Background: an optimization exercise with open tools, aiming at small area, a short achievable clock period and few clock cycles per item. Do not read the settings as production practice.
Where RTL was checked, it was by simulation tests only, not by an equivalence proof against the original.
Function not checked in runs 3 to 5: the RTL went through the layout flow alone.
No activity file was given, so power comes from the tool's default toggle rates.

[config.mk]
export PLATFORM = sky130hd
export DESIGN_NAME = divide
export DESIGN_NICKNAME = divide
export VERILOG_FILES = /design/flow/design.v
export SDC_FILE = /design/flow/constraint.sdc
export NUM_CORES = 4
export LEC_CHECK = 0
export ABC_AREA = 1
export CAP_MARGIN = 20
export CORE_MARGIN = 2
export CORE_UTILIZATION = 40
export SETUP_SLACK_MARGIN = 2.8
export SLEW_MARGIN = 20
export DONT_USE_CELLS = sky130_fd_sc_hd__fa_1 sky130_fd_sc_hd__fa_2 sky130_fd_sc_hd__fa_4 sky130_fd_sc_hd__ha_1 sky130_fd_sc_hd__ha_2 sky130_fd_sc_hd__ha_4
export BUFFER_PORTS_ARGS = -buffer_cell sky130_fd_sc_hd__buf_1
[constraint.sdc]
create_clock -name core_clock -period 6.0 [get_ports {clk}]
set_input_delay 1.2000 -clock core_clock [delete_from_list [all_inputs] [get_ports {clk}]]
set_output_delay 1.2000 -clock core_clock [all_outputs]
set_load 0.01 [all_outputs]
[design.v]
module divide(clk, rst, new_inp, dvdend, len_a, dvsor, len_b, quotient, remainder, count_add, count_sub, done);
	input clk;
	input rst;
	input new_inp;
	input [31:0] dvdend, dvsor;
	input [4:0] len_a, len_b;
	output [31:0] quotient, remainder;
	output reg done;
	output reg [4:0] count_add, count_sub;
	reg [30:0] q;       
	reg [30:0] r;       
	reg z;              
	reg [30:0] h;       
	reg [3:0] m;        
	wire bz = (len_b == 5'd1) & ~dvsor[0];
	wire lt = len_a < len_b;
	wire [3:0] fs = len_a[4:1] - len_b[4:1] - {3'd0, len_b[0] & ~len_a[0]};
	wire [30:0] sh1 = fs[0] ? {dvsor[28:0], 2'b00} : dvsor[30:0];
	wire [30:0] sh2 = fs[1] ? {sh1[26:0], 4'h0} : sh1;
	wire [30:0] sh3 = fs[2] ? {sh2[22:0], 8'h00} : sh2;
	wire [30:0] h0 = fs[3] ? {sh3[14:0], 16'h0000} : sh3;
	wire [33:0] xa = {3'b000, r};
	wire [33:0] xb = ~{3'b000, h};
	wire [33:0] xc = ~{2'b00, h, 1'b0};
	wire [33:0] cs_s = xa ^ xb ^ xc;
	wire [33:0] cs_c = {(xa[32:0] & xb[32:0]) | (xa[32:0] & xc[32:0]) | (xb[32:0] & xc[32:0]), 1'b1};
	wire [31:0] a1_a = {1'b0,r};
	wire [31:0] a1_b = ~{1'b0,h};
	wire [31:0] a1_p = a1_a ^ a1_b;
	wire [31:0] a1_g = a1_a & a1_b;
	wire [31:0] a1_t = a1_a | a1_b;
	wire a1_gc = a1_t[0];
	wire a1_n1_g = a1_g[1] | (a1_t[1] & a1_gc);
	wire a1_n2_g = a1_g[3] | (a1_t[3] & a1_g[2]);
	wire a1_n2_p = a1_t[3] & a1_t[2];
	wire a1_n3_g = a1_g[5] | (a1_t[5] & a1_g[4]);
	wire a1_n3_p = a1_t[5] & a1_t[4];
	wire a1_n4_g = a1_g[7] | (a1_t[7] & a1_g[6]);
	wire a1_n4_p = a1_t[7] & a1_t[6];
	wire a1_n5_g = a1_g[9] | (a1_t[9] & a1_g[8]);
	wire a1_n5_p = a1_t[9] & a1_t[8];
	wire a1_n6_g = a1_g[11] | (a1_t[11] & a1_g[10]);
	wire a1_n6_p = a1_t[11] & a1_t[10];
	wire a1_n7_g = a1_g[13] | (a1_t[13] & a1_g[12]);
	wire a1_n7_p = a1_t[13] & a1_t[12];
	wire a1_n8_g = a1_g[15] | (a1_t[15] & a1_g[14]);
	wire a1_n8_p = a1_t[15] & a1_t[14];
	wire a1_n9_g = a1_g[17] | (a1_t[17] & a1_g[16]);
	wire a1_n9_p = a1_t[17] & a1_t[16];
	wire a1_n10_g = a1_g[19] | (a1_t[19] & a1_g[18]);
	wire a1_n10_p = a1_t[19] & a1_t[18];
	wire a1_n11_g = a1_g[21] | (a1_t[21] & a1_g[20]);
	wire a1_n11_p = a1_t[21] & a1_t[20];
	wire a1_n12_g = a1_g[23] | (a1_t[23] & a1_g[22]);
	wire a1_n12_p = a1_t[23] & a1_t[22];
	wire a1_n13_g = a1_g[25] | (a1_t[25] & a1_g[24]);
	wire a1_n13_p = a1_t[25] & a1_t[24];
	wire a1_n14_g = a1_g[27] | (a1_t[27] & a1_g[26]);
	wire a1_n14_p = a1_t[27] & a1_t[26];
	wire a1_n15_g = a1_g[29] | (a1_t[29] & a1_g[28]);
	wire a1_n15_p = a1_t[29] & a1_t[28];
	wire a1_n16_g = a1_g[31] | (a1_t[31] & a1_g[30]);
	wire a1_n16_p = a1_t[31] & a1_t[30];
	wire a1_n17_g = a1_n2_g | (a1_n2_p & a1_n1_g);
	wire a1_n18_g = a1_n4_g | (a1_n4_p & a1_n3_g);
	wire a1_n18_p = a1_n4_p & a1_n3_p;
	wire a1_n19_g = a1_n6_g | (a1_n6_p & a1_n5_g);
	wire a1_n19_p = a1_n6_p & a1_n5_p;
	wire a1_n20_g = a1_n8_g | (a1_n8_p & a1_n7_g);
	wire a1_n20_p = a1_n8_p & a1_n7_p;
	wire a1_n21_g = a1_n10_g | (a1_n10_p & a1_n9_g);
	wire a1_n21_p = a1_n10_p & a1_n9_p;
	wire a1_n22_g = a1_n12_g | (a1_n12_p & a1_n11_g);
	wire a1_n22_p = a1_n12_p & a1_n11_p;
	wire a1_n23_g = a1_n14_g | (a1_n14_p & a1_n13_g);
	wire a1_n23_p = a1_n14_p & a1_n13_p;
	wire a1_n24_g = a1_n16_g | (a1_n16_p & a1_n15_g);
	wire a1_n24_p = a1_n16_p & a1_n15_p;
	wire a1_n25_g = a1_n18_g | (a1_n18_p & a1_n17_g);
	wire a1_n26_g = a1_n20_g | (a1_n20_p & a1_n19_g);
	wire a1_n26_p = a1_n20_p & a1_n19_p;
	wire a1_n27_g = a1_n22_g | (a1_n22_p & a1_n21_g);
	wire a1_n27_p = a1_n22_p & a1_n21_p;
	wire a1_n28_g = a1_n24_g | (a1_n24_p & a1_n23_g);
	wire a1_n28_p = a1_n24_p & a1_n23_p;
	wire a1_n29_g = a1_n26_g | (a1_n26_p & a1_n25_g);
	wire a1_n30_g = a1_n28_g | (a1_n28_p & a1_n27_g);
	wire a1_n30_p = a1_n28_p & a1_n27_p;
	wire a1_n31_g = a1_n30_g | (a1_n30_p & a1_n29_g);
	wire a1_n32_g = a1_n27_g | (a1_n27_p & a1_n29_g);
	wire a1_n33_g = a1_n19_g | (a1_n19_p & a1_n25_g);
	wire a1_n34_g = a1_n21_g | (a1_n21_p & a1_n29_g);
	wire a1_n35_g = a1_n23_g | (a1_n23_p & a1_n32_g);
	wire a1_n36_g = a1_n3_g | (a1_n3_p & a1_n17_g);
	wire a1_n37_g = a1_n5_g | (a1_n5_p & a1_n25_g);
	wire a1_n38_g = a1_n7_g | (a1_n7_p & a1_n33_g);
	wire a1_n39_g = a1_n9_g | (a1_n9_p & a1_n29_g);
	wire a1_n40_g = a1_n11_g | (a1_n11_p & a1_n34_g);
	wire a1_n41_g = a1_n13_g | (a1_n13_p & a1_n32_g);
	wire a1_n42_g = a1_n15_g | (a1_n15_p & a1_n35_g);
	wire a1_n43_g = a1_g[2] | (a1_t[2] & a1_n1_g);
	wire a1_n44_g = a1_g[4] | (a1_t[4] & a1_n17_g);
	wire a1_n45_g = a1_g[6] | (a1_t[6] & a1_n36_g);
	wire a1_n46_g = a1_g[8] | (a1_t[8] & a1_n25_g);
	wire a1_n47_g = a1_g[10] | (a1_t[10] & a1_n37_g);
	wire a1_n48_g = a1_g[12] | (a1_t[12] & a1_n33_g);
	wire a1_n49_g = a1_g[14] | (a1_t[14] & a1_n38_g);
	wire a1_n50_g = a1_g[16] | (a1_t[16] & a1_n29_g);
	wire a1_n51_g = a1_g[18] | (a1_t[18] & a1_n39_g);
	wire a1_n52_g = a1_g[20] | (a1_t[20] & a1_n34_g);
	wire a1_n53_g = a1_g[22] | (a1_t[22] & a1_n40_g);
	wire a1_n54_g = a1_g[24] | (a1_t[24] & a1_n32_g);
	wire a1_n55_g = a1_g[26] | (a1_t[26] & a1_n41_g);
	wire a1_n56_g = a1_g[28] | (a1_t[28] & a1_n35_g);
	wire a1_n57_g = a1_g[30] | (a1_t[30] & a1_n42_g);
	wire [32:0] a1_c = {a1_n31_g, a1_n57_g, a1_n42_g, a1_n56_g, a1_n35_g, a1_n55_g, a1_n41_g, a1_n54_g, a1_n32_g, a1_n53_g, a1_n40_g, a1_n52_g, a1_n34_g, a1_n51_g, a1_n39_g, a1_n50_g, a1_n29_g, a1_n49_g, a1_n38_g, a1_n48_g, a1_n33_g, a1_n47_g, a1_n37_g, a1_n46_g, a1_n25_g, a1_n45_g, a1_n36_g, a1_n44_g, a1_n17_g, a1_n43_g, a1_n1_g, a1_gc, 1'b1};
	wire [31:0] a1_s = a1_p ^ a1_c[31:0];
	wire a1_co = a1_c[32];
	wire [31:0] a2_a = {1'b0,r};
	wire [31:0] a2_b = ~{h,1'b0};
	wire [31:0] a2_p = a2_a ^ a2_b;
	wire [31:0] a2_g = a2_a & a2_b;
	wire [31:0] a2_t = a2_a | a2_b;
	wire a2_gc = a2_t[0];
	wire a2_n1_g = a2_g[1] | (a2_t[1] & a2_gc);
	wire a2_n2_g = a2_g[3] | (a2_t[3] & a2_g[2]);
	wire a2_n2_p = a2_t[3] & a2_t[2];
	wire a2_n3_g = a2_g[5] | (a2_t[5] & a2_g[4]);
	wire a2_n3_p = a2_t[5] & a2_t[4];
	wire a2_n4_g = a2_g[7] | (a2_t[7] & a2_g[6]);
	wire a2_n4_p = a2_t[7] & a2_t[6];
	wire a2_n5_g = a2_g[9] | (a2_t[9] & a2_g[8]);
	wire a2_n5_p = a2_t[9] & a2_t[8];
	wire a2_n6_g = a2_g[11] | (a2_t[11] & a2_g[10]);
	wire a2_n6_p = a2_t[11] & a2_t[10];
	wire a2_n7_g = a2_g[13] | (a2_t[13] & a2_g[12]);
	wire a2_n7_p = a2_t[13] & a2_t[12];
	wire a2_n8_g = a2_g[15] | (a2_t[15] & a2_g[14]);
	wire a2_n8_p = a2_t[15] & a2_t[14];
	wire a2_n9_g = a2_g[17] | (a2_t[17] & a2_g[16]);
	wire a2_n9_p = a2_t[17] & a2_t[16];
	wire a2_n10_g = a2_g[19] | (a2_t[19] & a2_g[18]);
	wire a2_n10_p = a2_t[19] & a2_t[18];
	wire a2_n11_g = a2_g[21] | (a2_t[21] & a2_g[20]);
	wire a2_n11_p = a2_t[21] & a2_t[20];
	wire a2_n12_g = a2_g[23] | (a2_t[23] & a2_g[22]);
	wire a2_n12_p = a2_t[23] & a2_t[22];
	wire a2_n13_g = a2_g[25] | (a2_t[25] & a2_g[24]);
	wire a2_n13_p = a2_t[25] & a2_t[24];
	wire a2_n14_g = a2_g[27] | (a2_t[27] & a2_g[26]);
	wire a2_n14_p = a2_t[27] & a2_t[26];
	wire a2_n15_g = a2_g[29] | (a2_t[29] & a2_g[28]);
	wire a2_n15_p = a2_t[29] & a2_t[28];
	wire a2_n16_g = a2_g[31] | (a2_t[31] & a2_g[30]);
	wire a2_n16_p = a2_t[31] & a2_t[30];
	wire a2_n17_g = a2_n2_g | (a2_n2_p & a2_n1_g);
	wire a2_n18_g = a2_n4_g | (a2_n4_p & a2_n3_g);
	wire a2_n18_p = a2_n4_p & a2_n3_p;
	wire a2_n19_g = a2_n6_g | (a2_n6_p & a2_n5_g);
	wire a2_n19_p = a2_n6_p & a2_n5_p;
	wire a2_n20_g = a2_n8_g | (a2_n8_p & a2_n7_g);
	wire a2_n20_p = a2_n8_p & a2_n7_p;
	wire a2_n21_g = a2_n10_g | (a2_n10_p & a2_n9_g);
	wire a2_n21_p = a2_n10_p & a2_n9_p;
	wire a2_n22_g = a2_n12_g | (a2_n12_p & a2_n11_g);
	wire a2_n22_p = a2_n12_p & a2_n11_p;
	wire a2_n23_g = a2_n14_g | (a2_n14_p & a2_n13_g);
	wire a2_n23_p = a2_n14_p & a2_n13_p;
	wire a2_n24_g = a2_n16_g | (a2_n16_p & a2_n15_g);
	wire a2_n24_p = a2_n16_p & a2_n15_p;
	wire a2_n25_g = a2_n18_g | (a2_n18_p & a2_n17_g);
	wire a2_n26_g = a2_n20_g | (a2_n20_p & a2_n19_g);
	wire a2_n26_p = a2_n20_p & a2_n19_p;
	wire a2_n27_g = a2_n22_g | (a2_n22_p & a2_n21_g);
	wire a2_n27_p = a2_n22_p & a2_n21_p;
	wire a2_n28_g = a2_n24_g | (a2_n24_p & a2_n23_g);
	wire a2_n28_p = a2_n24_p & a2_n23_p;
	wire a2_n29_g = a2_n26_g | (a2_n26_p & a2_n25_g);
	wire a2_n30_g = a2_n28_g | (a2_n28_p & a2_n27_g);
	wire a2_n30_p = a2_n28_p & a2_n27_p;
	wire a2_n31_g = a2_n30_g | (a2_n30_p & a2_n29_g);
	wire a2_n32_g = a2_n27_g | (a2_n27_p & a2_n29_g);
	wire a2_n33_g = a2_n19_g | (a2_n19_p & a2_n25_g);
	wire a2_n34_g = a2_n21_g | (a2_n21_p & a2_n29_g);
	wire a2_n35_g = a2_n23_g | (a2_n23_p & a2_n32_g);
	wire a2_n36_g = a2_n3_g | (a2_n3_p & a2_n17_g);
	wire a2_n37_g = a2_n5_g | (a2_n5_p & a2_n25_g);
	wire a2_n38_g = a2_n7_g | (a2_n7_p & a2_n33_g);
	wire a2_n39_g = a2_n9_g | (a2_n9_p & a2_n29_g);
	wire a2_n40_g = a2_n11_g | (a2_n11_p & a2_n34_g);
	wire a2_n41_g = a2_n13_g | (a2_n13_p & a2_n32_g);
	wire a2_n42_g = a2_n15_g | (a2_n15_p & a2_n35_g);
	wire a2_n43_g = a2_g[2] | (a2_t[2] & a2_n1_g);
	wire a2_n44_g = a2_g[4] | (a2_t[4] & a2_n17_g);
	wire a2_n45_g = a2_g[6] | (a2_t[6] & a2_n36_g);
	wire a2_n46_g = a2_g[8] | (a2_t[8] & a2_n25_g);
	wire a2_n47_g = a2_g[10] | (a2_t[10] & a2_n37_g);
	wire a2_n48_g = a2_g[12] | (a2_t[12] & a2_n33_g);
	wire a2_n49_g = a2_g[14] | (a2_t[14] & a2_n38_g);
	wire a2_n50_g = a2_g[16] | (a2_t[16] & a2_n29_g);
	wire a2_n51_g = a2_g[18] | (a2_t[18] & a2_n39_g);
	wire a2_n52_g = a2_g[20] | (a2_t[20] & a2_n34_g);
	wire a2_n53_g = a2_g[22] | (a2_t[22] & a2_n40_g);
	wire a2_n54_g = a2_g[24] | (a2_t[24] & a2_n32_g);
	wire a2_n55_g = a2_g[26] | (a2_t[26] & a2_n41_g);
	wire a2_n56_g = a2_g[28] | (a2_t[28] & a2_n35_g);
	wire a2_n57_g = a2_g[30] | (a2_t[30] & a2_n42_g);
	wire [32:0] a2_c = {a2_n31_g, a2_n57_g, a2_n42_g, a2_n56_g, a2_n35_g, a2_n55_g, a2_n41_g, a2_n54_g, a2_n32_g, a2_n53_g, a2_n40_g, a2_n52_g, a2_n34_g, a2_n51_g, a2_n39_g, a2_n50_g, a2_n29_g, a2_n49_g, a2_n38_g, a2_n48_g, a2_n33_g, a2_n47_g, a2_n37_g, a2_n46_g, a2_n25_g, a2_n45_g, a2_n36_g, a2_n44_g, a2_n17_g, a2_n43_g, a2_n1_g, a2_gc, 1'b1};
	wire [31:0] a2_s = a2_p ^ a2_c[31:0];
	wire a2_co = a2_c[32];
	wire [33:0] a3_a = cs_s;
	wire [33:0] a3_b = cs_c;
	wire [33:0] a3_p = a3_a ^ a3_b;
	wire [33:0] a3_g = a3_a & a3_b;
	wire [33:0] a3_t = a3_a | a3_b;
	wire a3_gc = a3_t[0];
	wire a3_n1_g = a3_g[1] | (a3_t[1] & a3_gc);
	wire a3_n2_g = a3_g[3] | (a3_t[3] & a3_g[2]);
	wire a3_n2_p = a3_t[3] & a3_t[2];
	wire a3_n3_g = a3_g[5] | (a3_t[5] & a3_g[4]);
	wire a3_n3_p = a3_t[5] & a3_t[4];
	wire a3_n4_g = a3_g[7] | (a3_t[7] & a3_g[6]);
	wire a3_n4_p = a3_t[7] & a3_t[6];
	wire a3_n5_g = a3_g[9] | (a3_t[9] & a3_g[8]);
	wire a3_n5_p = a3_t[9] & a3_t[8];
	wire a3_n6_g = a3_g[11] | (a3_t[11] & a3_g[10]);
	wire a3_n6_p = a3_t[11] & a3_t[10];
	wire a3_n7_g = a3_g[13] | (a3_t[13] & a3_g[12]);
	wire a3_n7_p = a3_t[13] & a3_t[12];
	wire a3_n8_g = a3_g[15] | (a3_t[15] & a3_g[14]);
	wire a3_n8_p = a3_t[15] & a3_t[14];
	wire a3_n9_g = a3_g[17] | (a3_t[17] & a3_g[16]);
	wire a3_n9_p = a3_t[17] & a3_t[16];
	wire a3_n10_g = a3_g[19] | (a3_t[19] & a3_g[18]);
	wire a3_n10_p = a3_t[19] & a3_t[18];
	wire a3_n11_g = a3_g[21] | (a3_t[21] & a3_g[20]);
	wire a3_n11_p = a3_t[21] & a3_t[20];
	wire a3_n12_g = a3_g[23] | (a3_t[23] & a3_g[22]);
	wire a3_n12_p = a3_t[23] & a3_t[22];
	wire a3_n13_g = a3_g[25] | (a3_t[25] & a3_g[24]);
	wire a3_n13_p = a3_t[25] & a3_t[24];
	wire a3_n14_g = a3_g[27] | (a3_t[27] & a3_g[26]);
	wire a3_n14_p = a3_t[27] & a3_t[26];
	wire a3_n15_g = a3_g[29] | (a3_t[29] & a3_g[28]);
	wire a3_n15_p = a3_t[29] & a3_t[28];
	wire a3_n16_g = a3_g[31] | (a3_t[31] & a3_g[30]);
	wire a3_n16_p = a3_t[31] & a3_t[30];
	wire a3_n17_g = a3_g[33] | (a3_t[33] & a3_g[32]);
	wire a3_n17_p = a3_t[33] & a3_t[32];
	wire a3_n18_g = a3_n2_g | (a3_n2_p & a3_n1_g);
	wire a3_n19_g = a3_n4_g | (a3_n4_p & a3_n3_g);
	wire a3_n19_p = a3_n4_p & a3_n3_p;
	wire a3_n20_g = a3_n6_g | (a3_n6_p & a3_n5_g);
	wire a3_n20_p = a3_n6_p & a3_n5_p;
	wire a3_n21_g = a3_n8_g | (a3_n8_p & a3_n7_g);
	wire a3_n21_p = a3_n8_p & a3_n7_p;
	wire a3_n22_g = a3_n10_g | (a3_n10_p & a3_n9_g);
	wire a3_n22_p = a3_n10_p & a3_n9_p;
	wire a3_n23_g = a3_n12_g | (a3_n12_p & a3_n11_g);
	wire a3_n23_p = a3_n12_p & a3_n11_p;
	wire a3_n24_g = a3_n14_g | (a3_n14_p & a3_n13_g);
	wire a3_n24_p = a3_n14_p & a3_n13_p;
	wire a3_n25_g = a3_n16_g | (a3_n16_p & a3_n15_g);
	wire a3_n25_p = a3_n16_p & a3_n15_p;
	wire a3_n26_g = a3_n19_g | (a3_n19_p & a3_n18_g);
	wire a3_n27_g = a3_n21_g | (a3_n21_p & a3_n20_g);
	wire a3_n27_p = a3_n21_p & a3_n20_p;
	wire a3_n28_g = a3_n23_g | (a3_n23_p & a3_n22_g);
	wire a3_n28_p = a3_n23_p & a3_n22_p;
	wire a3_n29_g = a3_n25_g | (a3_n25_p & a3_n24_g);
	wire a3_n29_p = a3_n25_p & a3_n24_p;
	wire a3_n30_g = a3_n27_g | (a3_n27_p & a3_n26_g);
	wire a3_n31_g = a3_n29_g | (a3_n29_p & a3_n28_g);
	wire a3_n31_p = a3_n29_p & a3_n28_p;
	wire a3_n32_g = a3_n31_g | (a3_n31_p & a3_n30_g);
	wire a3_n33_g = a3_n28_g | (a3_n28_p & a3_n30_g);
	wire a3_n34_g = a3_n20_g | (a3_n20_p & a3_n26_g);
	wire a3_n35_g = a3_n22_g | (a3_n22_p & a3_n30_g);
	wire a3_n36_g = a3_n24_g | (a3_n24_p & a3_n33_g);
	wire a3_n37_g = a3_n3_g | (a3_n3_p & a3_n18_g);
	wire a3_n38_g = a3_n5_g | (a3_n5_p & a3_n26_g);
	wire a3_n39_g = a3_n7_g | (a3_n7_p & a3_n34_g);
	wire a3_n40_g = a3_n9_g | (a3_n9_p & a3_n30_g);
	wire a3_n41_g = a3_n11_g | (a3_n11_p & a3_n35_g);
	wire a3_n42_g = a3_n13_g | (a3_n13_p & a3_n33_g);
	wire a3_n43_g = a3_n15_g | (a3_n15_p & a3_n36_g);
	wire a3_n44_g = a3_n17_g | (a3_n17_p & a3_n32_g);
	wire a3_n45_g = a3_g[2] | (a3_t[2] & a3_n1_g);
	wire a3_n46_g = a3_g[4] | (a3_t[4] & a3_n18_g);
	wire a3_n47_g = a3_g[6] | (a3_t[6] & a3_n37_g);
	wire a3_n48_g = a3_g[8] | (a3_t[8] & a3_n26_g);
	wire a3_n49_g = a3_g[10] | (a3_t[10] & a3_n38_g);
	wire a3_n50_g = a3_g[12] | (a3_t[12] & a3_n34_g);
	wire a3_n51_g = a3_g[14] | (a3_t[14] & a3_n39_g);
	wire a3_n52_g = a3_g[16] | (a3_t[16] & a3_n30_g);
	wire a3_n53_g = a3_g[18] | (a3_t[18] & a3_n40_g);
	wire a3_n54_g = a3_g[20] | (a3_t[20] & a3_n35_g);
	wire a3_n55_g = a3_g[22] | (a3_t[22] & a3_n41_g);
	wire a3_n56_g = a3_g[24] | (a3_t[24] & a3_n33_g);
	wire a3_n57_g = a3_g[26] | (a3_t[26] & a3_n42_g);
	wire a3_n58_g = a3_g[28] | (a3_t[28] & a3_n36_g);
	wire a3_n59_g = a3_g[30] | (a3_t[30] & a3_n43_g);
	wire a3_n60_g = a3_g[32] | (a3_t[32] & a3_n32_g);
	wire [34:0] a3_c = {a3_n44_g, a3_n60_g, a3_n32_g, a3_n59_g, a3_n43_g, a3_n58_g, a3_n36_g, a3_n57_g, a3_n42_g, a3_n56_g, a3_n33_g, a3_n55_g, a3_n41_g, a3_n54_g, a3_n35_g, a3_n53_g, a3_n40_g, a3_n52_g, a3_n30_g, a3_n51_g, a3_n39_g, a3_n50_g, a3_n34_g, a3_n49_g, a3_n38_g, a3_n48_g, a3_n26_g, a3_n47_g, a3_n37_g, a3_n46_g, a3_n18_g, a3_n45_g, a3_n1_g, a3_gc, 1'b1};
	wire [33:0] a3_s = a3_p ^ a3_c[33:0];
	wire a3_co = a3_c[34];
	wire c1 = a1_co;    
	wire c2 = a2_co;    
	wire c3 = a3_co;    
	wire d1 = c2;
	wire d0 = c3 | (c1 & ~c2);
	wire [30:0] rn = c3 ? a3_s[30:0] : c2 ? a2_s[30:0] : a1_s[30:0];
	wire last = (m == 4'd0);
	wire start = done & new_inp;
	assign quotient = {z, q};
	assign remainder = {z, r};
	always @(posedge clk) begin
		if (rst)
			done <= 1'b1;
		else if (start)
			done <= bz | lt;
		else if (!done)
			done <= last;
	end
	always @(posedge clk) begin
		if (done) begin
			h <= h0;
			m <= fs;
		end else begin
			h <= h >> 2;
			m <= m - 4'd1;
		end
	end
	always @(posedge clk) begin
		if (start) begin
			r <= dvdend[30:0] | {31{bz}};
			q <= {31{bz}};
			z <= bz;
			count_add <= (bz | lt | len_a[0] ^ len_b[0]) ? 5'd0 : 5'd31;
			count_sub <= (bz | lt) ? 5'd0 : 5'd1;
		end else if (!done) begin
			if (c1)
				r <= rn;
			q <= {q[28:0], d1, d0};
			count_add <= count_add + {4'd0, ~d1} + {4'd0, ~d0};
			count_sub <= count_sub + {4'd0, d1} + {4'd0, d0 & ~last};
		end
	end
endmodule
[flow/run.sh]
#!/bin/bash
# The standard layout (standard.sh: ORFS synthesis and every layout step
# unchanged) with two library choices added to config.mk:
#  - full and half adder cells are not used, so Yosys leaves adders to abc
#    as plain gates (faster than the fa/ha cells);
#  - buffer_ports inserts plain buf_1 port buffers (sized up later by the
#    repair steps where needed) instead of the delay cells it picks by default.
# Make's full output, with every tool's, goes to flow.log; ORFS also keeps
# each step's log under orfs/logs.
set -euo pipefail
cat >> config.mk <<'EOC'
export DONT_USE_CELLS = sky130_fd_sc_hd__fa_1 sky130_fd_sc_hd__fa_2 sky130_fd_sc_hd__fa_4 sky130_fd_sc_hd__ha_1 sky130_fd_sc_hd__ha_2 sky130_fd_sc_hd__ha_4
export BUFFER_PORTS_ARGS = -buffer_cell sky130_fd_sc_hd__buf_1
EOC
bash standard.sh finish > flow.log 2>&1
[standard.sh]
#!/bin/bash
# synth_recipe.tcl (not shown) runs the flow's synth.tcl, then flattens the netlist and writes it again
# the make line also repeats each setting of config.mk as NAME=value (left out here)
make -C /OpenROAD-flow-scripts/flow DESIGN_CONFIG=/design/flow/config.mk WORK_HOME=/design/flow/orfs CLKGATE_MAP_FILE= SYNTH_SCRIPT=/design/flow/synth_recipe.tcl "${@:-finish}"
==> results_dict.tcl, run 1 <==
set metrics [dict create \
    hp-class "reg -> reg" \
    row_count 59 \
    power_density_nw_per_um2 652 \
    antenna_found_initial 0 \
    cp_top_family "simple AND/OR/NAND/NOR gates" \
    clk_pin_slew_ns 0.10 \
    gp_congestion 0.928 \
    skew_ns 0.0198 \
    path_class "in -> reg" \
    max_stage_delay_ns 0.37 \
    clock_sinks 109 \
    synth_common_cells "600 x nand2_1, 213 x nor2_1, 160 x inv_1" \
    fillerInstances 2800 \
    nets 1968 \
    drc 0 \
    seq_area_um2 2910 \
    ys_seq_area_frac 0.279 \
    fin_util 0.467 \
    syn_nets 1821 \
    p_total_uw 7870 \
    ir_drop_v 0.000298 \
    relSlewSlack 0.317 \
    coreArea_um2 25800 \
    cts_buffers 9 \
    dr.pass1.iters 6 \
    start_util 0.404 \
    detail_route.vias_per_cell 5.21 \
    max_cap_viol_count 0 \
    synth.most_common_cell "nand2_1" \
    hold_viol_final 0 \
    async_reset_ff_frac 0 \
    crit_buf_inv 3 \
    fmax_mhz 329 \
    syn_area_um2 10400 \
    die_w_um 166 \
    leakage_uw 0.00603 \
    drive_gt1_frac 0.0960 \
    portBuffers 149 \
    dpl.hpwl_um 24500 \
    cp.arrival_ns 3.16 \
    crit_chain "clkbuf_2 -> inv_1 -> nand2_2 -> xor2_1 -> inv_1 -> nand2_2 -> o21ai_2 -> or2_4 -> a21boi_4 -> o21ai_2 -> maj3_2 -> nand2_4 -> a21oi_1 -> nand2_2 -> o21ai_1" \
    finalCritPeriodShare 0.506 \
    path_max_fanout 5 \
    multi_input_area_um2 6680 \
    area.growth.synth_to_final_pct 15.5 \
    cp_common_cell "nand2_2" \
    grtUsageTotal 0.235 \
    ys_types 49 \
    num_vias 11600 \
    hold_buffers 0 \
    wl_um 33800 \
    synthCells 1744 \
    synth_area_per_cell_um2 5.99 \
    drt_iter0_markers 1077 \
    cp-end-kind "flip-flop" \
    overflow 0 \
    worstMarginPinSlew_ns 1.02 \
    crit_required_ns 6.12 \
    min_period_ns 3.04 \
    cts_tree "done" \
    yosysWarnings 1 \
    grt_pass1_wl_um 50500 \
    htreeDepth 3 \
    grt_max_degree 51 \
    start_kind "input port" \
    synth-seq-cells 109 \
    synth_edf_count 73 \
    synth_top_area_share 0.216 \
    die_y_um 166 \
    crit_path_top_delay_cell "maj3_2" \
    ant_nets 0 \
    rsz0062_at_grt "false" \
    status "complete, no violations" \
    post_drt_wl_per_cell_um 15.1 \
    grt_pass1_vias 9938 \
    yosysTopAreaCell "nand2_1" \
    n_antenna_cell 0 \
    tns_ns 0 \
    synth_ff_type "edfxtp_1" \
    io_pins 152 \
    synth.top_cells.by_area "nand2_1 22%, edfxtp_1 21%, nor2_1 7.7%" \
    die-area_um2 27400 \
    clk_latency_ns 0.38 \
    finalSetupViolCount 0 \
    slew_violations 0 \
    clock_path_buffers 2 \
    cts_root_buf "clkbuf_16" \
]
-- per-layer routing --
metal	global-route usage	vias to the layer above	routed length (um)	part of all wire
met2	0.367	364	14800	0.44
li1	-	5941	-	-
met5	0	-	0	0
met3	0.0295	43	2310	0.068
met1	0.341	5280	16100	0.48
met4	0.0615	0	648	0.019
-- layout make-up --
class / count / area share
clock buffer: 9 / 0.0187
clock inverter: 7 / 0.00675
inverter: 210 / 0.0684
multi-input combinational: 1378 / 0.554
sequential: 109 / 0.242
tap: 335 / 0.0348
timing repair buffer: 180 / 0.0743
timing repair inverter: 3 / 0.00187
-- cells in the final DEF, fill, tap and decap left out, types with 24 or more instances in the layout --
master,instances
nand2_1,592
nor2_1,212
inv_1,157
buf_1,148
o21ai_0,122
nand3_1,113
edfxtp_1,73
a21oi_1,64
inv_2,45
xor2_1,36
dfxtp_1,36
nand2_2,27
xnor2_1,26
buf_4,24
-- sequential cells by signal, indices dropped and copies added, names as in the netlist --
name	count
h	31
q	31
r	31
count_add	5
count_sub	5
m	4
done	1
z	1
-- power by group --
group	internal [uW]	leakage [uW]	total, uW	switching [uW]
Sequential	1160	0.00103	1470	305
Combinational	1970	0.00485	5740	3780
Clock	305	0.000153	654	349
Total	3440	0.00603	7870	4430
-- worst paths after layout --
check                 startpoint                      to  slack, ns  cells after the start
setup / recovery        len_a[0]  count_add[2]$_DFFE_PP_       2.96                     15
hold / removal      m[0]$_DFF_P_            m[0]$_DFF_P_       0.49                      1
setup reg to reg  r[1]$_DFFE_PP_         r[21]$_DFFE_PP_       3.04                     20
hold reg to reg     m[0]$_DFF_P_            m[0]$_DFF_P_       0.49                      1
-- through the flow --
stage	area, um2	worst slack, ns	std cells	hold WS, ns
detailed placement	11300	1.91	2186	0.478
finish	12100	2.96	2231	0.492
floorplan	10400	2.95	1744	0.449
CTS	11700	2.76	2210	0.492
global route	12100	2.79	2231	0.531
global placement	11300	1.93	2186	0.471
-- logic make-up (layout without fill, tap and decap cells) --
logic type,count (synthesis),after routing,synth area share
simple gates,989,991,0.387
compound gates,311,312,0.173
buf+inv,260,409,0.0968
flops,109,109,0.279
xor+xnor,64,64,0.0537
mux,10,10,0.00959
fa+ha+maj,1,1,0.000959
-- timing repair --
action / 4_1_cts / 5_1_grt
hold endpoints to repair: 0 / 0
buffers inserted: 5 / 15
gates cloned: 3 / 6
setup endpoints to repair: 85 / 79
pin swaps: 1 / 10
gates resized for setup: 23 / 42
Testbench counts, summed over its fixed seeds: cycles 21,027, items 4,000.
==> inputs of run 2 (changes only) <==
--- a/config.mk
+++ b/config.mk
@@ -8,7 +8,7 @@
 export ABC_AREA = 1
 export CAP_MARGIN = 20
 export CORE_MARGIN = 2
-export CORE_UTILIZATION = 40
+export CORE_UTILIZATION = 30
 export SETUP_SLACK_MARGIN = 2.8
 export SLEW_MARGIN = 20
 export DONT_USE_CELLS = sky130_fd_sc_hd__fa_1 sky130_fd_sc_hd__fa_2 sky130_fd_sc_hd__fa_4 sky130_fd_sc_hd__ha_1 sky130_fd_sc_hd__ha_2 sky130_fd_sc_hd__ha_4
==> results_dict.tcl, run 2 <==
set metrics [dict create \
    crit_buf_inv 2 \
    grt_max_degree 42 \
    htreeDepth 3 \
    area.growth.synth_to_final_pct 16.7 \
    grt_pass1_wl_um 54200 \
    path_max_fanout 5 \
    grt_pass1_vias 10300 \
    synth_edf_count 73 \
    clock_power_share 0.080 \
    synth_ff_type "edfxtp_1" \
    n_antenna_cell 0 \
    slew_violations 0 \
    synth-seq-cells 109 \
    antenna_found_initial 0 \
    hold_buffers 0 \
    drc 0 \
    nets 1968 \
    max_cap_viol_count 0 \
    start_util 0.304 \
    coreArea_um2 34400 \
    rsz0062_at_grt "false" \
    hp-class "reg -> reg" \
    clk_pin_slew_ns 0.09 \
    dpl.hpwl_um 25900 \
    hold_viol_final 0 \
    ant_nets 0 \
    yosysTopAreaCell "nand2_1" \
    p_comb_frac 0.734 \
    dr.pass1.iters 5 \
    die-area_um2 36300 \
    clock_sinks 109 \
    cp.arrival_ns 3.20 \
    syn_nets 1821 \
    hold_ws_ns 0.487 \
    drt_iter0_markers 967 \
    synth_area_per_cell_um2 5.99 \
    p_sw_uw 4470 \
    tns_ns 0 \
    skew_ns 0.0125 \
    gp_congestion 0.907 \
    yosysWarnings 1 \
    clock_path_buffers 2 \
    num_vias 11500 \
    fillerInstances 3823 \
    internal-power_uw 3450 \
    io_pins 152 \
    grtUsageTotal 0.188 \
    status "complete, no violations" \
    cp_top_family "simple AND/OR/NAND/NOR gates" \
    seq_area_um2 2910 \
    cts_tree "done" \
    die_w_um 191 \
    finalCritPeriodShare 0.514 \
    drive_gt1_frac 0.0965 \
    synth_common_cells "600 x nand2_1, 213 x nor2_1, 160 x inv_1" \
    final_common_cell "nand2_1" \
    row_count 68 \
    overflow 0 \
    worstMarginPinSlew_ns 1.03 \
    swShare 0.564 \
    syn_area_um2 10400 \
    reg.largest.list "h x31, q x31, r x31" \
    clk_latency_ns 0.37 \
    wl_um 35100 \
    detail_route.vias_per_cell 4.87 \
    final_area_um2 12200 \
    seqPwrFrac 0.186 \
    start_kind "input port" \
    cts_root_buf "clkbuf_16" \
    cp-end-kind "flip-flop" \
    final_cell_mix "588 x nand2_1, 212 x nor2_1, 157 x inv_1" \
    leakage_uw 0.00604 \
    multi_input_area_um2 6680 \
    ir_drop_v 0.000247 \
    die_y_um 191 \
    synth.most_common_cell "nand2_1" \
    path_class "in -> reg" \
    fmax_mhz 324 \
    ys_types 49 \
    relSlewSlack 0.314 \
    portBuffers 149 \
    async_reset_ff_frac 0 \
    min_period_ns 3.08 \
    crit_required_ns 6.12 \
    crit_chain "buf_1 -> xor2_1 -> inv_1 -> nand2_2 -> o21ai_2 -> or2_4 -> a21boi_4 -> o21ai_2 -> maj3_2 -> nand2_4 -> a21oi_1 -> nand2_2 -> o21ai_1" \
    placed_cell_area_um2 11400 \
    crit_path_top_delay_cell "maj3_2" \
    synthCells 1744 \
    post_drt_wl_per_cell_um 14.9 \
    cts_buffers 9 \
    max_stage_delay_ns 0.39 \
    power_density_nw_per_um2 649 \
    finalSetupViolCount 0 \
    synth_top_area_share 0.216 \
    synth.top_cells.by_area "nand2_1 22%, edfxtp_1 21%, nor2_1 7.7%" \
    ys_seq_area_frac 0.279 \
]
[run 2: repair_timing]
action                     4_1_cts  5_1_grt
setup endpoints to repair       82       86
cloned                           3        3
pin swaps                        1        9
setup buffers                    8       14
resized for setup               24       44
[run 2: power by group through the flow]
| stage | clock (uW) | combinational (uW) | sequential (uW) |
|---|---|---|---|
| after global placement | 0 | 5320 | 1490 |
| final | 635 | 5800 | 1470 |
| after global routing | 675 | 6580 | 1510 |
| after floorplan | 0 | 4110 | 1460 |
| after detailed placement | 0 | 5390 | 1490 |
| after CTS | 652 | 5530 | 1480 |
[run 2: cell families after synthesis]
kind of cell,after synthesis,share of synthesized area
AO/OA/AOI/OAI,311,0.173
flip-flops,109,0.279
buffers and inverters,260,0.0968
AND/OR/NAND/NOR,989,0.387
multiplexers,10,0.00959
XOR/XNOR,64,0.0537
adder cells (fa/ha/maj),1,0.000959
[run 2: layout make-up]
cell class	instances	area share
Clock buffer	9	0.0185
Tap cell	455	0.0467
Sequential cell	109	0.239
Timing Repair Buffer	182	0.0723
Inverter	210	0.0677
Multi-Input combinational cell	1377	0.548
Clock inverter	7	0.00667
Timing Repair inverter	2	0.00123
[run 2: tightest hold or removal path: stages (launching register included)]
cell and delay [ns]:
dfxtp_1 0.31, nand2_1 0.06, a31oi_1 0.07
[run 2: layer usage]
metal | global-route usage | routed length (um) | vias to the layer above | share of wire
li1 | - | - | 5955 | -
met1 | 0.267 | 17000 | 5187 | 0.48
met2 | 0.306 | 15900 | 296 | 0.45
met3 | 0.0201 | 1790 | 23 | 0.051
met4 | 0.0438 | 465 | 0 | 0.013
met5 | 0 | 0 | - | 0
[run 2: stage by stage]
stage / utilization / power [uW] / cells / setup WS [ns]
after floorplan: - / 5570 / 1744 / 2.95
after global placement: 0.333 / 6810 / 2307 / 1.90
after detailed placement: 0.333 / 6880 / 2307 / 1.91
after CTS: 0.346 / 7660 / 2334 / 2.80
after global routing: 0.354 / 8760 / 2351 / 2.80
final: 0.354 / 7910 / 2351 / 2.92
[run 2: path summary, 6_finish.rpt]
kind | slack, ns | depth (start not counted) | endpoint | start
setup / recovery | 2.92 | 13 | count_add[0]$_DFFE_PP_ | len_b[1]
hold reg to reg | 0.49 | 2 | m[2]$_DFF_P_ | m[2]$_DFF_P_
hold / removal | 0.49 | 2 | m[2]$_DFF_P_ | m[2]$_DFF_P_
setup reg to reg | 3.05 | 19 | r[15]$_DFFE_PP_ | r[23]$_DFFE_PP_
==> inputs of run 3 (changes only) <==
--- a/design.v
+++ b/design.v
@@ -12,6 +12,7 @@
 	reg z;              
 	reg [30:0] h;       
 	reg [3:0] m;        
+	reg vf;             
 	wire bz = (len_b == 5'd1) & ~dvsor[0];
 	wire lt = len_a < len_b;
 	wire [3:0] fs = len_a[4:1] - len_b[4:1] - {3'd0, len_b[0] & ~len_a[0]};
@@ -336,13 +337,15 @@
 			r <= dvdend[30:0] | {31{bz}};
 			q <= {31{bz}};
 			z <= bz;
-			count_add <= (bz | lt | len_a[0] ^ len_b[0]) ? 5'd0 : 5'd31;
+			vf <= ~(len_a[0] ^ len_b[0]);
+			count_add <= 5'd0;
 			count_sub <= (bz | lt) ? 5'd0 : 5'd1;
 		end else if (!done) begin
 			if (c1)
 				r <= rn;
 			q <= {q[28:0], d1, d0};
-			count_add <= count_add + {4'd0, ~d1} + {4'd0, ~d0};
+			vf <= 1'b0;
+			count_add <= count_add + {4'd0, ~d1 & ~vf} + {4'd0, ~d0};
 			count_sub <= count_sub + {4'd0, d1} + {4'd0, d0 & ~last};
 		end
 	end
--- a/config.mk
+++ b/config.mk
@@ -8,7 +8,7 @@
 export ABC_AREA = 1
 export CAP_MARGIN = 20
 export CORE_MARGIN = 2
-export CORE_UTILIZATION = 30
+export CORE_UTILIZATION = 40
 export SETUP_SLACK_MARGIN = 2.8
 export SLEW_MARGIN = 20
 export DONT_USE_CELLS = sky130_fd_sc_hd__fa_1 sky130_fd_sc_hd__fa_2 sky130_fd_sc_hd__fa_4 sky130_fd_sc_hd__ha_1 sky130_fd_sc_hd__ha_2 sky130_fd_sc_hd__ha_4
==> results_dict.tcl, run 3 <==
set metrics [dict create \
    status "complete, no violations" \
    skew_ns 0.00968 \
    final_common_cell "nand2_1" \
    synth.top_cells.by_area "nand2_1 23%, edfxtp_1 20%, o21ai_0 8.3%" \
    cts_tree "done" \
    synth_top_area_share 0.234 \
    min_period_ns 3.09 \
    synth_top_family_by_area "simple AND/OR/NAND/NOR gates" \
    synth-seq-cells 110 \
    reg.largest.list "h x31, q x31, r x31" \
    cp-end-kind "flip-flop" \
    fillerInstances 2767 \
    area.growth.synth_to_final_pct 16.4 \
    clk_latency_ns 0.37 \
    grt_max_degree 69 \
    async_reset_ff_frac 0 \
    ir_drop_v 0.000306 \
    crit_chain "buf_1 -> inv_1 -> nand2_2 -> xor2_1 -> or2_1 -> o21a_1 -> or2_4 -> nand3_4 -> nand2_2 -> xnor2_2 -> buf_6 -> buf_4 -> clkinvlp_4 -> nand2_1 -> o211ai_1 -> o221ai_1" \
    path_class "in -> reg" \
    grtUsageTotal 0.234 \
    drc 0 \
    synth_simple_gate_area_frac 0.368 \
    cts_root_buf "clkbuf_16" \
    synth_area_per_cell_um2 6.01 \
    htreeDepth 3 \
    wl_um 34100 \
    setup_slack_ns 2.91 \
    clock_power_share 0.082 \
    finalCritPeriodShare 0.515 \
    leakage_uw 0.00618 \
    swShare 0.555 \
    cp_common_cell "nand2_2" \
    fin_util 0.474 \
    max_cap_viol_count 0 \
    worstMarginPinSlew_ns 0.928 \
    drt_iter0_markers 983 \
    syn_nets 1838 \
    cp.arrival_ns 3.38 \
    synth_common_cells "658 x nand2_1, 184 x inv_1, 176 x o21ai_0" \
    power_density_nw_per_um2 658 \
    ys_seq_area_frac 0.274 \
    ys_types 59 \
    rsz0062_at_grt "true" \
    crit_required_ns 6.29 \
    clock_sinks 110 \
    nets 1997 \
    start_util 0.407 \
    final_area_um2 12300 \
    synth.most_common_cell "nand2_1" \
    portBuffers 149 \
    p_comb_frac 0.740 \
    row_count 59 \
    internal-power_uw 3600 \
    grt_pass1_vias 10300 \
    overflow 0 \
    die_w_um 167 \
    yosysTopAreaCell "nand2_1" \
    synth_edf_count 69 \
    yosysWarnings 1 \
    grt_pass1_wl_um 52900 \
    die_y_um 167 \
    clk_pin_slew_ns 0.09 \
    hold_viol_final 0 \
    max_stage_delay_ns 0.26 \
    finalSetupViolCount 0 \
    detail_route.vias_per_cell 5.15 \
    hp-class "reg -> reg" \
    num_vias 11600 \
    dpl.hpwl_um 24300 \
    start_kind "input port" \
    hold_buffers 0 \
    slew_violations 0 \
    cts_buffers 9 \
    ant_nets 0 \
    synthAdderAreaFrac 0 \
    post_drt_wl_per_cell_um 15.1 \
    tns_ns 0 \
    relSlewSlack 0.381 \
    n_antenna_cell 0 \
    placed_cell_area_um2 11400 \
    die-area_um2 27800 \
    synth_ff_type "edfxtp_1" \
    synth_mux_area_frac 0.00662 \
    dr.pass1.iters 8 \
    syn_area_um2 10600 \
    drive_gt1_frac 0.106 \
    p_sw_uw 4500 \
    crit_path_top_delay_cell "or2_4" \
    synth_compound_area_frac 0.197 \
    io_pins 152 \
    antenna_found_initial 0 \
    fmax_mhz 324 \
    synthCells 1761 \
    final_cell_mix "650 x nand2_1, 178 x inv_1, 164 x o21ai_0" \
    coreArea_um2 26000 \
    path_max_fanout 8 \
    synth-xor-area-share 0.0530 \
    dp_slack_ns 2.00 \
    clock_path_buffers 2 \
    seqPwrFrac 0.178 \
    gp_congestion 0.943 \
]
==> run 3: per-layer routing <==
layer,GRT usage,wire (um),up-vias,share of wire
met2,0.383,15600,368,0.46
met3,0.0288,2150,36,0.063
met5,0,0,-,0
li1,-,-,6011,-
met4,0.0615,638,0,0.019
met1,0.327,15800,5229,0.46
==> run 3: logic make-up after synthesis <==
kind of cell	count (synthesis)
AO/OA/AOI/OAI	355
XOR/XNOR	61
buffers and inverters	274
flip-flops	110
multiplexers	7
AND/OR/NAND/NOR	954
==> run 3: power groups by stage <==
stage	Sequential, uW	Clock [uW]	Combinational [uW]
after floorplan	1440	0	4050
after global placement	1460	0	5230
after detailed placement	1460	0	5280
after CTS	1440	675	5580
after global routing	1480	698	6740
final	1440	666	5990
==> run 3: final timing paths <==
kind                   start              end  slack (ns)  cells after the start
max reg2reg  r[22]$_DFFE_PP_  r[26]$_DFFE_PP_        3.01                     17
max                 len_a[0]    h[20]$_DFF_P_        2.91                     16
min reg2reg     m[2]$_DFF_P_     m[2]$_DFF_P_        0.49                      2
min             m[2]$_DFF_P_     m[2]$_DFF_P_        0.49                      2
==> run 3: repair_timing <==
item / 4_1_cts / 5_1_grt
resized for setup: 26 / 55
endpoints found under the setup margin: 71 / 68
setup buffers: 11 / 24
pin swaps: 2 / 11
gates cloned: 4 / 6
==> run 3: metrics by stage <==
stage                     hold slack, ns  std cells  total power, uW
final                              0.487       2260             8100
after floorplan                    0.434       1761             5500
after CTS                          0.491       2230             7700
after global routing               0.523       2260             8910
after detailed placement           0.476       2199             6740
after global placement             0.454       2199             6680
==> run 3: critical path: cells and delay by family <==
kind	cells	cell delay, ns
compound gates	3	0.39
xor+xnor	2	0.32
buf+inv	5	0.61
simple gates	6	0.84
==> run 3: cell type report <==
class	instances	area [um2]	share of cell area
Clock buffer	9	225	0.0183
Multi-Input combinational cell	1380	6810	0.553
Clock inverter	7	93.8	0.00762
Timing Repair Buffer	196	985	0.0800
Inverter	218	848	0.0689
Tap cell	335	419	0.0340
Timing Repair inverter	5	37.5	0.00305
Sequential cell	110	2900	0.235
==> inputs of run 4 (changes only) <==
--- a/config.mk
+++ b/config.mk
@@ -9,7 +9,7 @@
 export CAP_MARGIN = 20
 export CORE_MARGIN = 2
 export CORE_UTILIZATION = 40
-export SETUP_SLACK_MARGIN = 2.8
+export SETUP_SLACK_MARGIN = 2.75
 export SLEW_MARGIN = 20
 export DONT_USE_CELLS = sky130_fd_sc_hd__fa_1 sky130_fd_sc_hd__fa_2 sky130_fd_sc_hd__fa_4 sky130_fd_sc_hd__ha_1 sky130_fd_sc_hd__ha_2 sky130_fd_sc_hd__ha_4
 export BUFFER_PORTS_ARGS = -buffer_cell sky130_fd_sc_hd__buf_1
==> results_dict.tcl, run 4 <==
set metrics [dict create \
    status "complete, no violations" \
    cts_tree "done" \
    synth.most_common_cell "nand2_1" \
    hold_buffers 0 \
    nets 1991 \
    max_cap_viol_count 0 \
    leakage_uw 0.00614 \
    placed_cell_area_um2 11400 \
    yosysTopAreaCell "nand2_1" \
    synth-seq-cells 110 \
    final_common_cell "nand2_1" \
    io_pins 152 \
    clock_path_buffers 2 \
    hold_path_depth 2 \
    synth_common_cells "658 x nand2_1, 184 x inv_1, 176 x o21ai_0" \
    grt_max_degree 69 \
    top_layer_used "met4" \
    post_drt_wl_per_cell_um 15.0 \
    overflow 0 \
    dpl.hpwl_um 24300 \
    relSlewSlack 0.385 \
    area.growth.synth_to_final_pct 15.3 \
    p_total_uw 8010 \
    clk_latency_ns 0.37 \
    final_area_um2 12200 \
    tns_ns 0 \
    drive_gt1_frac 0.0974 \
    syn_area_um2 10600 \
    syn_nets 1838 \
    wl_met3_um 1820 \
    synth_area_per_cell_um2 6.01 \
    rsz0062_at_grt "true" \
    drc 0 \
    cts_root_buf "clkbuf_16" \
    met1_length_um 16000 \
    die-area_um2 27800 \
    dr.pass1.iters 5 \
    ff2ff_path_depth 17 \
    drt_iter0_markers 894 \
    grtUsageTotal 0.233 \
    power_density_nw_per_um2 657 \
    skew_ns 0.0102 \
    fmax_mhz 321 \
    grt_pass1_wl_um 52700 \
    hp-class "reg -> reg" \
    synth_top_area_share 0.234 \
    ant_nets 0 \
    htreeDepth 3 \
    yosysWarnings 1 \
    reg.largest.list "h x31, q x31, r x31" \
    cp-end-kind "flip-flop" \
    crit_required_ns 6.29 \
    die_y_um 167 \
    hold_viol_final 0 \
    path_max_fanout 37 \
    gp_congestion 0.943 \
    synth.top_cells.by_area "nand2_1 23%, edfxtp_1 20%, o21ai_0 8.3%" \
    ir_drop_v 0.000297 \
    final_cell_mix "653 x nand2_1, 178 x inv_1, 167 x o21ai_0" \
    ys_seq_area_frac 0.274 \
    detail_route.vias_per_cell 5.13 \
    grt_pass1_vias 10300 \
    finalCritPeriodShare 0.519 \
    cts_buffers 9 \
    start_kind "input port" \
    dr_wl_met2_um 15400 \
    min_period_ns 3.11 \
    slew_violations 0 \
    path_class "in -> reg" \
    clock_sinks 110 \
    fillerInstances 2771 \
    async_reset_ff_frac 0 \
    row_count 59 \
    antenna_found_initial 0 \
    worstMarginPinSlew_ns 0.922 \
    coreArea_um2 26000 \
    clk_pin_slew_ns 0.09 \
    num_vias 11600 \
    synth_ff_type "edfxtp_1" \
    cp.arrival_ns 3.40 \
    synthCells 1761 \
    start_util 0.407 \
    n_antenna_cell 0 \
    portBuffers 149 \
    ys_types 59 \
    die_w_um 167 \
    wl_um 33800 \
    synth_edf_count 69 \
    finalSetupViolCount 0 \
]
[run 4: cell types whose count changed in the layout (fill, tap and decap cells not counted), sizes merged]
cell / previous run / this run
buf: 194 / 190
clkinvlp: 11 / 10
clkbuf: 11 / 10
[run 4: worst max-delay path: stages]
cell and delay [ns]:
buf_1 0.11, nand2_1 0.09, xor2_1 0.15, or2_1 0.22
o21a_1 0.12, or2_4 0.25, nand3_2 0.08, nand2_2 0.16
buf_12 0.21, o21ai_0 0.31, nand2_1 0.25, o221ai_2 0.23
[run 4: path summary, 6_finish.rpt]
path                                       from              end  slack, ns
worst max register to register  r[22]$_DFFE_PP_  r[26]$_DFFE_PP_       2.96
worst min-delay path               m[1]$_DFF_P_     m[1]$_DFF_P_       0.50
worst min register to register     m[1]$_DFF_P_     m[1]$_DFF_P_       0.50
worst max-delay path                   len_b[0]    h[21]$_DFF_P_       2.89
[run 4: cell families after synthesis]
group / synth area share
AND/OR/NAND/NOR: 0.368
flip-flops: 0.274
AO/OA/AOI/OAI: 0.197
buffers and inverters: 0.102
multiplexers: 0.00663
XOR/XNOR: 0.0530
[run 4: power by group]
part	internal, uW	switching, uW	total, uW
sequential	1160	286	1440
clock	306	357	663
combinational	2100	3810	5910
total	3560	4460	8010
[run 4: metal layers]
| metal | track usage | up-vias |
|---|---|---|
| met3 | 0.0261 | 34 |
| met2 | 0.379 | 326 |
| met1 | 0.330 | 5211 |
| met4 | 0.0607 | 0 |
| li1 | - | 5990 |
| met5 | 0 | - |
[run 4: area by class of cell]
type | count | area [um2] | share of cell area
Clock inverter | 7 | 93.8 | 0.00769
Tap cell | 335 | 419 | 0.0344
Timing Repair Buffer | 191 | 951 | 0.0780
Multi-Input combinational cell | 1380 | 6740 | 0.553
Clock buffer | 9 | 225 | 0.0185
Timing Repair inverter | 4 | 27.5 | 0.00226
Sequential cell | 110 | 2890 | 0.237
Inverter | 218 | 848 | 0.0696
[run 4: what timing repair did]
| item | 4_1_cts | 5_1_grt |
|---|---|---|
| cloned | 4 | 5 |
| gates resized for setup | 18 | 39 |
| endpoints found under the hold margin | 0 | 0 |
| endpoints found under the setup margin | 69 | 67 |
| buffers inserted | 8 | 22 |
| pin swaps | 1 | 6 |
[run 4: per-stage QoR]
stage               utilization  instances  hold WS (ns)  setup WS [ns]
floorplan                     -       1761         0.434           2.81
global placement          0.438       2199         0.454           2.01
detailed placement        0.438       2199         0.476           2.00
CTS                       0.456       2227         0.491           2.73
global route              0.469       2254         0.525           2.67
finish                    0.469       2254         0.503           2.89
==> inputs of run 5 (changes only) <==
--- a/design.v
+++ b/design.v
@@ -12,7 +12,6 @@
 	reg z;              
 	reg [30:0] h;       
 	reg [3:0] m;        
-	reg vf;             
 	wire bz = (len_b == 5'd1) & ~dvsor[0];
 	wire lt = len_a < len_b;
 	wire [3:0] fs = len_a[4:1] - len_b[4:1] - {3'd0, len_b[0] & ~len_a[0]};
@@ -310,9 +309,13 @@
 	wire c3 = a3_co;    
 	wire d1 = c2;
 	wire d0 = c3 | (c1 & ~c2);
-	wire [30:0] rn = c3 ? a3_s[30:0] : c2 ? a2_s[30:0] : a1_s[30:0];
-	wire last = (m == 4'd0);
 	wire start = done & new_inp;
+	wire sel3 = ~start & c3;
+	wire sel2 = ~start & c2 & ~c3;
+	wire sel1 = ~start & ~c2;
+	wire [30:0] rn = ({31{start}} & (dvdend[30:0] | {31{bz}})) | ({31{sel3}} & a3_s[30:0])
+		| ({31{sel2}} & a2_s[30:0]) | ({31{sel1}} & a1_s[30:0]);
+	wire last = (m == 4'd0);
 	assign quotient = {z, q};
 	assign remainder = {z, r};
 	always @(posedge clk) begin
@@ -332,20 +335,18 @@
 			m <= m - 4'd1;
 		end
 	end
+	always @(posedge clk)
+		if (start | (~done & c1))
+			r <= rn;
 	always @(posedge clk) begin
 		if (start) begin
-			r <= dvdend[30:0] | {31{bz}};
 			q <= {31{bz}};
 			z <= bz;
-			vf <= ~(len_a[0] ^ len_b[0]);
-			count_add <= 5'd0;
+			count_add <= (bz | lt | len_a[0] ^ len_b[0]) ? 5'd0 : 5'd31;
 			count_sub <= (bz | lt) ? 5'd0 : 5'd1;
 		end else if (!done) begin
-			if (c1)
-				r <= rn;
 			q <= {q[28:0], d1, d0};
-			vf <= 1'b0;
-			count_add <= count_add + {4'd0, ~d1 & ~vf} + {4'd0, ~d0};
+			count_add <= count_add + {4'd0, ~d1} + {4'd0, ~d0};
 			count_sub <= count_sub + {4'd0, d1} + {4'd0, d0 & ~last};
 		end
 	end
--- a/config.mk
+++ b/config.mk
@@ -9,7 +9,7 @@
 export CAP_MARGIN = 20
 export CORE_MARGIN = 2
 export CORE_UTILIZATION = 40
-export SETUP_SLACK_MARGIN = 2.75
+export SETUP_SLACK_MARGIN = 2.8
 export SLEW_MARGIN = 20
 export DONT_USE_CELLS = sky130_fd_sc_hd__fa_1 sky130_fd_sc_hd__fa_2 sky130_fd_sc_hd__fa_4 sky130_fd_sc_hd__ha_1 sky130_fd_sc_hd__ha_2 sky130_fd_sc_hd__ha_4
 export BUFFER_PORTS_ARGS = -buffer_cell sky130_fd_sc_hd__buf_1
==> results_dict.tcl, run 5 <==
set metrics [dict create \
    start_kind "input port" \
    status "complete, no violations" \
    async_reset_ff_frac 0 \
    synth-xor-area-share 0.0414 \
    grt_max_degree 44 \
    cp-end-kind "flip-flop" \
    path_max_fanout 7 \
    drive_gt1_frac 0.115 \
    max_cap_viol_count 0 \
    rsz0062_at_grt "true" \
    area.growth.synth_to_final_pct 17.5 \
    syn_area_um2 10400 \
    synth_ff_type "edfxtp_1" \
    multi_input_area_um2 6600 \
    power_density_nw_per_um2 589 \
    clk_pin_slew_ns 0.07 \
    portBuffers 149 \
    grtUsageTotal 0.246 \
    wl_um 34000 \
    clk_latency_ns 0.37 \
    nets 1949 \
    worstMarginPinSlew_ns 1.03 \
    drc 0 \
    fmax_mhz 318 \
    final_cell_mix "609 x nand2_1, 167 x inv_1, 149 x buf_1" \
    synth_area_per_cell_um2 6.12 \
    synthCells 1696 \
    grt_pass1_vias 10000 \
    finalSetupViolCount 0 \
    leakage_uw 0.00611 \
    clock_sinks 109 \
    relSlewSlack 0.310 \
    clock_path_buffers 2 \
    detail_route.vias_per_cell 5.21 \
    ys_seq_area_frac 0.281 \
    synth_mux_area_frac 0.0116 \
    die_y_um 165 \
    finalCritPeriodShare 0.525 \
    seq_area_um2 2910 \
    synth_top_family_by_area "simple AND/OR/NAND/NOR gates" \
    path_class "in -> reg" \
    tns_ns 0 \
    fillerInstances 2666 \
    hp-class "reg -> reg" \
    grt_pass1_wl_um 52200 \
    dpl.hpwl_um 25200 \
    cts_buffers 9 \
    final_common_cell "nand2_1" \
    overflow 0 \
    row_count 58 \
    synth-seq-cells 109 \
    skew_ns 0.0186 \
    cts_tree "done" \
    synth_edf_count 73 \
    yosysWarnings 1 \
    crit_path_top_delay_cell "or2_1" \
    die-area_um2 27200 \
    crit_required_ns 6.28 \
    synth_common_cells "617 x nand2_1, 172 x inv_1, 126 x nor2_1, 126 x o21ai_0, 118 x nand3_1" \
    synth_top_area_share 0.223 \
    dr.pass1.iters 5 \
    ys_types 50 \
    cts_root_buf "clkbuf_16" \
    final_area_um2 12200 \
    max_stage_delay_ns 0.27 \
    drt_iter0_markers 925 \
    synth.top_cells.by_area "nand2_1 22%, edfxtp_1 21%, dfxtp_1 6.9%" \
    gp_congestion 0.929 \
    start_util 0.410 \
    synth_compound_area_frac 0.182 \
    placed_cell_area_um2 11200 \
    yosysTopAreaCell "nand2_1" \
    cp.arrival_ns 3.43 \
    crit_chain "buf_1 -> inv_1 -> nand2_2 -> xor2_1 -> inv_1 -> nand2_2 -> o21ai_2 -> or2_1 -> a21boi_2 -> buf_4 -> xnor2_4 -> buf_12 -> clkinvlp_4 -> buf_6 -> a21oi_2 -> o21ai_1 -> o21ai_1 -> nand2_1 -> o221ai_2" \
    num_vias 11500 \
    synth.most_common_cell "nand2_1" \
    synthAdderAreaFrac 0.000965 \
    hold_viol_final 0 \
    syn_nets 1773 \
    post_drt_wl_per_cell_um 15.4 \
    coreArea_um2 25300 \
    die_w_um 165 \
    synth_simple_gate_area_frac 0.383 \
    htreeDepth 3 \
    slew_violations 0 \
    antenna_found_initial 1 \
    min_period_ns 3.15 \
    ir_drop_v 0.000272 \
    io_pins 152 \
    n_antenna_cell 0 \
    ant_nets 0 \
    reg.largest.list "h x31, q x31, r x31" \
]
[run 5: worst paths after layout]
path                  start         endpoint  slack, ns  cells after the start
max                len_a[0]    h[24]$_DFF_P_       2.85                     19
min            m[1]$_DFF_P_     m[1]$_DFF_P_       0.48                      2
max reg2reg  r[1]$_DFFE_PP_  r[20]$_DFFE_PP_       2.97                     21
min reg2reg    m[1]$_DFF_P_     m[1]$_DFF_P_       0.48                      2
[run 5: routing by layer]
layer | vias to the layer above | share of wire | track usage | wire length (um)
met1 | 5176 | 0.47 | 0.356 | 16100
met4 | 0 | 0.026 | 0.0727 | 888
met5 | - | 0 | 0 | 0
met3 | 44 | 0.071 | 0.0317 | 2400
met2 | 366 | 0.43 | 0.382 | 14600
li1 | 5923 | - | - | -
[run 5: cell type report]
cell class | count | share of cell area
Sequential cell | 109 | 0.239
Clock inverter | 7 | 0.00667
Inverter | 215 | 0.0685
Tap cell | 330 | 0.0339
Clock buffer | 9 | 0.0185
Multi-Input combinational cell | 1325 | 0.541
Timing Repair Buffer | 209 | 0.0909
Timing Repair inverter | 3 | 0.00185
[run 5: cell families after synthesis]
| family | Yosys count |
|---|---|
| AND/OR/NAND/NOR | 945 |
| AO/OA/AOI/OAI | 317 |
| buffers and inverters | 263 |
| flip-flops | 109 |
| XOR/XNOR | 49 |
| multiplexers | 12 |
| adder cells (fa/ha/maj) | 1 |
[run 5: power breakdown]
part / internal [uW] / total (uW) / switching (uW)
Combinational: 1780 / 5030 / 3250
Clock: 333 / 663 / 331
Sequential: 1170 / 1480 / 310
Total: 3290 / 7180 / 3890
[run 5: stage by stage]
step / total power, uW / std cells / utilization / worst slack [ns] / hold slack, ns
after CTS: 6900 / 2169 / 0.463 / 2.70 / 0.486
after global routing: 7880 / 2207 / 0.481 / 2.67 / 0.512
after floorplan: 4990 / 1696 / - / 2.91 / 0.450
after detailed placement: 6110 / 2135 / 0.442 / 2.03 / 0.476
final: 7180 / 2207 / 0.481 / 2.85 / 0.480
after global placement: 6040 / 2135 / 0.442 / 2.07 / 0.466
[run 5: timing repair]
action,in CTS,in global routing
setup endpoints to repair,75,82
buffers inserted,14,36
hold buffers,0,0
cloned,4,2
gates resized for setup,30,58
pin swaps,2,12
[run 5: critical path, delay by kind of cell]
kind / cells / cell delay [ns]
simple gates: 4 / 0.51
xor+xnor: 2 / 0.28
buf+inv: 7 / 0.85
compound gates: 6 / 0.56

re-timing with driven ports:
The results above use ideal ports. As a check the final layouts listed here were re-extracted and re-timed, cells and wires unchanged.
Step 1 assumes that a clkbuf_16 drives the clock port and a buf_2 every other input.
Step 2 adds t to the input delays and takes it off the output delays; t is the mean of the earliest and latest rising clock arrival at the registers after step 1. Input paths then give back, and output paths get back, about the clock's delay inside the block.
Three values: ideal, step 1, step 2; two values: the first two.
run | t (ns) | setup WS [ns] | worst hold slack (ns) | worst register clock-pin slew, ns | worst slew at a driven data input, ns
run 1 | 0.416 | 2.961 / 2.988 / 2.572 | 0.492 / 0.492 / 0.492 | 0.10 / 0.10 | 0.05
run 2 | 0.416 | 2.916 / 2.942 / 2.526 | 0.487 / 0.487 / 0.487 | 0.09 / 0.09 | 0.05
run 3 | 0.415 | 2.910 / 2.934 / 2.519 | 0.487 / 0.487 / 0.487 | 0.09 / 0.09 | 0.06
run 4 | 0.417 | 2.887 / 2.915 / 2.498 | 0.503 / 0.503 / 0.503 | 0.09 / 0.09 | 0.06
run 5 | 0.409 | 2.851 / 2.879 / 2.470 | 0.480 / 0.480 / 0.480 | 0.09 / 0.09 | 0.06
After both steps every run listed still meets setup and hold. For run 3, which loses most, drivers alone change the setup slack by +0.024 ns; drivers and shift together by -0.391 ns.
